Context: an optimization exercise on an open-source flow, tuned for small area, a short achievable clock period and few clock cycles per item. The choices shown serve that exercise and are no tape-out recipe.
Where RTL was checked, it was by simulation tests only, not by an equivalence proof against the original.
Power is estimated from default activity; no workload was simulated.

== lane 1 ==
==> module execution_unit_top, before the edit <==
module execution_unit_top (
    input        clk,
    input        rst,
    input        start,
    input  [3:0] opcode,
    input  [7:0] A,
    input  [7:0] B,
    output     [15:0] result,
    output reg        busy,
    output reg        done
);
    reg [15:0] R;        
    reg        addm;     
    reg        dsh;      
    reg        dq;       
    reg        dqn;      
    reg  [7:0] X;        
    reg        sgn;      
    reg        isdiv;    
    reg  [2:0] cnt;      
    reg        bone;     
    reg        btwo;     
    reg        bneg;     
    function [9:0] cneg(input [9:0] x, input s);
        integer i;
        reg     nz;
        begin
            nz = 1'b0;
            for (i = 0; i < 10; i = i + 1) begin
                cneg[i] = x[i] ^ (s & nz);
                nz      = nz | x[i];
            end
        end
    endfunction
    function [2:0] booth(input q1, input q0, input qm);
        begin
            booth[2] = q0 ^ qm;
            booth[1] = (q1 & ~q0 & ~qm) | (~q1 & q0 & qm);
            booth[0] = q1 & ~(q0 & qm);
        end
    endfunction
    wire [7:0] bx   = B ^ {8{opcode[0]}};
    wire [4:0] slo  = {1'b0, A[3:0]} + {1'b0, bx[3:0]} + {4'd0, opcode[0]};
    wire [3:0] shi0 = A[7:4] + bx[7:4];
    wire [3:0] shi1 = A[7:4] + bx[7:4] + 4'd1;
    reg [15:0] alu;
    always @(*) begin
        case (opcode[2:0])
            3'd0, 3'd1: alu = {3'b000, slo[4], shi1, shi0, slo[3:0]};
            3'd2:       alu = {8'h00, A & B};
            3'd3:       alu = {8'h00, A | B};
            3'd4:       alu = {8'h00, A ^ B};
            3'd5:       alu = {8'h00, ~A};
            default:    alu = 16'h0000;
        endcase
    end
    wire [9:0]  mv   = B[0] ? {{2{A[7]}}, A} : B[1] ? {A[7], A, 1'b0} : 10'd0;
    wire [9:0]  mp   = cneg(mv, B[1]);
    wire [15:0] mul0 = {mp, B[7:2]};
    wire [7:0] ma  = cneg({2'b00, A}, A[7]);
    wire [7:0] mb  = cneg({2'b00, B}, B[7]);
    wire       bz  = (B == 8'h00);
    wire       b1  = (B == 8'h01) | (B == 8'hFF);
    wire       b2  = (B == 8'h02) | (B == 8'hFE);
    wire       q7  = bz | (b1 & ma[7]);
    wire       q6  = bz | (b1 & ma[6]) | (b2 & ma[7]);
    wire [1:0] r6  = b1 ? 2'b00 : b2 ? {1'b0, ma[6]} : ma[7:6];
    wire [15:0] div0 = {6'd0, r6, ma[5:0], q7, q6};
    wire       dshort = {1'b0, ma} < {mb, 1'b0};
    wire       dq1    = ma >= mb;
    wire       rneg = R[15];
    wire       xs   = X[7] & ~isdiv;
    wire [9:0] pp   = (btwo ? {X[7], X, 1'b0} : bone ? {xs, xs, X} : 10'd0)
                      ^ {10{bneg}};
    wire [9:0] op1  = isdiv ? {rneg, R[15:8], R[7]}
                            : {{2{rneg}}, R[15:8]};
    wire [9:0] s    = op1 + pp + {9'd0, bneg};
    wire        qb  = ~s[7] | ~|X;
    wire [7:0]  quo = cneg({2'b00, R[6:0], qb}, sgn);
    wire        last = isdiv ? (cnt == 3'd5) : (cnt == 3'd2);
    always @(posedge clk) begin
        addm <= ~busy & ~opcode[3] & ~opcode[2] & ~opcode[1];
        dsh  <= ~busy & opcode[3] & opcode[0] & dshort;
        dq   <= dq1;
        dqn  <= dq1 & (A[7] ^ B[7]);
        if (busy) begin
            cnt <= cnt + 3'd1;
            if (!isdiv) begin
                R                  <= {s, R[7:2]};
                {bone, btwo, bneg} <= booth(R[3], R[2], R[1]);
            end else begin
                R                  <= last ? {8'h00, quo}
                                           : {s[7:0], R[6:0], qb};
                {bone, btwo, bneg} <= {2'b10, qb};
            end
        end else begin
            cnt   <= 3'd0;
            isdiv <= opcode[0];
            if (!opcode[3]) begin
                R <= alu;
            end else if (!opcode[0]) begin
                R                  <= mul0;
                X                  <= A;
                {bone, btwo, bneg} <= booth(B[3], B[2], B[1]);
            end else begin
                R                  <= div0;
                X                  <= mb;
                sgn                <= A[7] ^ B[7];
                {bone, btwo, bneg} <= 3'b101;
            end
        end
    end
    always @(posedge clk) begin
        if (rst) begin
            busy <= 1'b0;
            done <= 1'b0;
        end else if (busy) begin
            busy <= ~last;
            done <= last;
        end else begin
            busy <= start & opcode[3] & ~(opcode[0] & dshort);
            done <= start & (~opcode[3] | (opcode[0] & dshort));
        end
    end
    wire hsel = addm & R[12];
    assign result = {R[15:8] & {8{~(addm | dsh)}},
                     dsh ? {4{dqn}} : hsel ? R[11:8] : R[7:4],
                     dsh ? {dqn, dqn, dqn, dq} : R[3:0]};
endmodule
export LEC_CHECK = 0
export ABC_AREA = 1
export CAP_MARGIN = 20
export CORE_MARGIN = 2
export CORE_UTILIZATION = 40
export SETUP_SLACK_MARGIN = 3.0
export SLEW_MARGIN = 20
create_clock -name core_clock -period 6.0 [get_ports {clk}]
standard.sh (not shown) runs the stock make flow with config.mk's settings and CLKGATE_MAP_FILE= SYNTH_SCRIPT=/design/flow/synth_recipe.tcl, a recipe that flattens the netlist after the stock synthesis.
==> flow/flow/run.sh <==
#!/bin/bash
# Layout flow: the standard ORFS flow (standard.sh), with two changes:
#  - no full/half-adder cell extraction in synthesis (ADDER_MAP_FILE empty),
#    so abc maps the adders together with the rest of the logic;
#  - the port buffers that global placement inserts are buf_2 cells.
# Each tool's output is in orfs/logs/ and the make output in flow_make.log.
set -euo pipefail
bash standard.sh finish ADDER_MAP_FILE= \
    "BUFFER_PORTS_ARGS=-buffer_cell sky130_fd_sc_hd__buf_2" \
    > flow_make.log 2>&1
Lane 1 reached the end of the flow, and the finished layout is clean on the timing, DRC and antenna checks.
Testbench counts of lane 1, summed over its fixed seeds: cycles 3,869, ops 2,400.
For lane 2, these inputs were changed with respect to lane 1:
--- a/flow/design.v
+++ b/flow/design.v
@@ -11,5 +11,4 @@
 );
     reg [15:0] R;        
-    reg        addm;     
     reg        dsh;      
     reg        dq;       
@@ -41,11 +40,9 @@
     endfunction
     wire [7:0] bx   = B ^ {8{opcode[0]}};
-    wire [4:0] slo  = {1'b0, A[3:0]} + {1'b0, bx[3:0]} + {4'd0, opcode[0]};
-    wire [3:0] shi0 = A[7:4] + bx[7:4];
-    wire [3:0] shi1 = A[7:4] + bx[7:4] + 4'd1;
+    wire [7:0] sum8 = A + bx + {7'd0, opcode[0]};
     reg [15:0] alu;
     always @(*) begin
         case (opcode[2:0])
-            3'd0, 3'd1: alu = {3'b000, slo[4], shi1, shi0, slo[3:0]};
+            3'd0, 3'd1: alu = {8'h00, sum8};
             3'd2:       alu = {8'h00, A & B};
             3'd3:       alu = {8'h00, A | B};
@@ -55,7 +52,5 @@
         endcase
     end
-    wire [9:0]  mv   = B[0] ? {{2{A[7]}}, A} : B[1] ? {A[7], A, 1'b0} : 10'd0;
-    wire [9:0]  mp   = cneg(mv, B[1]);
-    wire [15:0] mul0 = {mp, B[7:2]};
+    wire [15:0] mul0 = {8'h00, B};
     wire [7:0] ma  = cneg({2'b00, A}, A[7]);
     wire [7:0] mb  = cneg({2'b00, B}, B[7]);
@@ -78,7 +73,6 @@
     wire        qb  = ~s[7] | ~|X;
     wire [7:0]  quo = cneg({2'b00, R[6:0], qb}, sgn);
-    wire        last = isdiv ? (cnt == 3'd5) : (cnt == 3'd2);
+    wire        last = isdiv ? (cnt == 3'd5) : (cnt == 3'd3);
     always @(posedge clk) begin
-        addm <= ~busy & ~opcode[3] & ~opcode[2] & ~opcode[1];
         dsh  <= ~busy & opcode[3] & opcode[0] & dshort;
         dq   <= dq1;
@@ -102,5 +96,5 @@
                 R                  <= mul0;
                 X                  <= A;
-                {bone, btwo, bneg} <= booth(B[3], B[2], B[1]);
+                {bone, btwo, bneg} <= booth(B[1], B[0], 1'b0);
             end else begin
                 R                  <= div0;
@@ -123,7 +117,6 @@
         end
     end
-    wire hsel = addm & R[12];
-    assign result = {R[15:8] & {8{~(addm | dsh)}},
-                     dsh ? {4{dqn}} : hsel ? R[11:8] : R[7:4],
+    assign result = {R[15:8] & {8{~dsh}},
+                     dsh ? {4{dqn}} : R[7:4],
                      dsh ? {dqn, dqn, dqn, dq} : R[3:0]};
 endmodule
- [lane 2 vs lane 1] post-synthesis to final-layout area growth: lower in lane 2
- Cell area after technology mapping is lower on lane 2
- In the metrics for lane 2 and lane 1, the one carrying the higher total power is lane 1.
- Taking lane 1 as the reference, in lane 2 area of the die has decreased, total wire length after detailed routing went down by 23%.
- On cell depth of the worst min-delay path, lane 2 and lane 1 are neck and neck.
- When lane 2 is set beside lane 1, its non-clock buffer count turns out to be 3 smaller.
- Of the two values seen for start point of the critical path, A[7] was produced by lane 1 and B[1] by lane 2.
- Lane 1 vs lane 2, capturing instance or port of the critical path: busy vs dqn
- As far as core utilization is concerned, lane 1 and lane 2 perform about the same.
Only the layout flow was run in lane 2; the RTL was not checked for function there.

what the ideal ports hide:
The results above use ideal ports. As a check the final layouts listed here were re-extracted and re-timed, cells and wires unchanged. Step 1, drivers: a clkbuf_16 drives clk and a buf_2 each remaining input, both assumed. Step 2 also shifts input and output timing later by t, the mid clock arrival at the registers, as if the neighbouring blocks saw the same clock. a / b / c = ideal ports / drivers / drivers and shift; a / b = the first two.
| run | t, ns | setup WS [ns] | hold WS [ns] | worst register clock-pin slew, ns |
|---|---|---|---|---|
| lane 1 | 0.322 | 3.146 / 3.153 / 2.831 | 0.474 / 0.474 / 0.474 | 0.09 / 0.09 |
| lane 2 | 0.321 | 3.116 / 3.127 / 2.807 | 0.445 / 0.445 / 0.445 | 0.08 / 0.08 |
After both steps every run listed still meets setup and hold. For lane 1, which loses most, drivers alone change the setup slack by +0.007 ns; drivers and shift together by -0.315 ns.
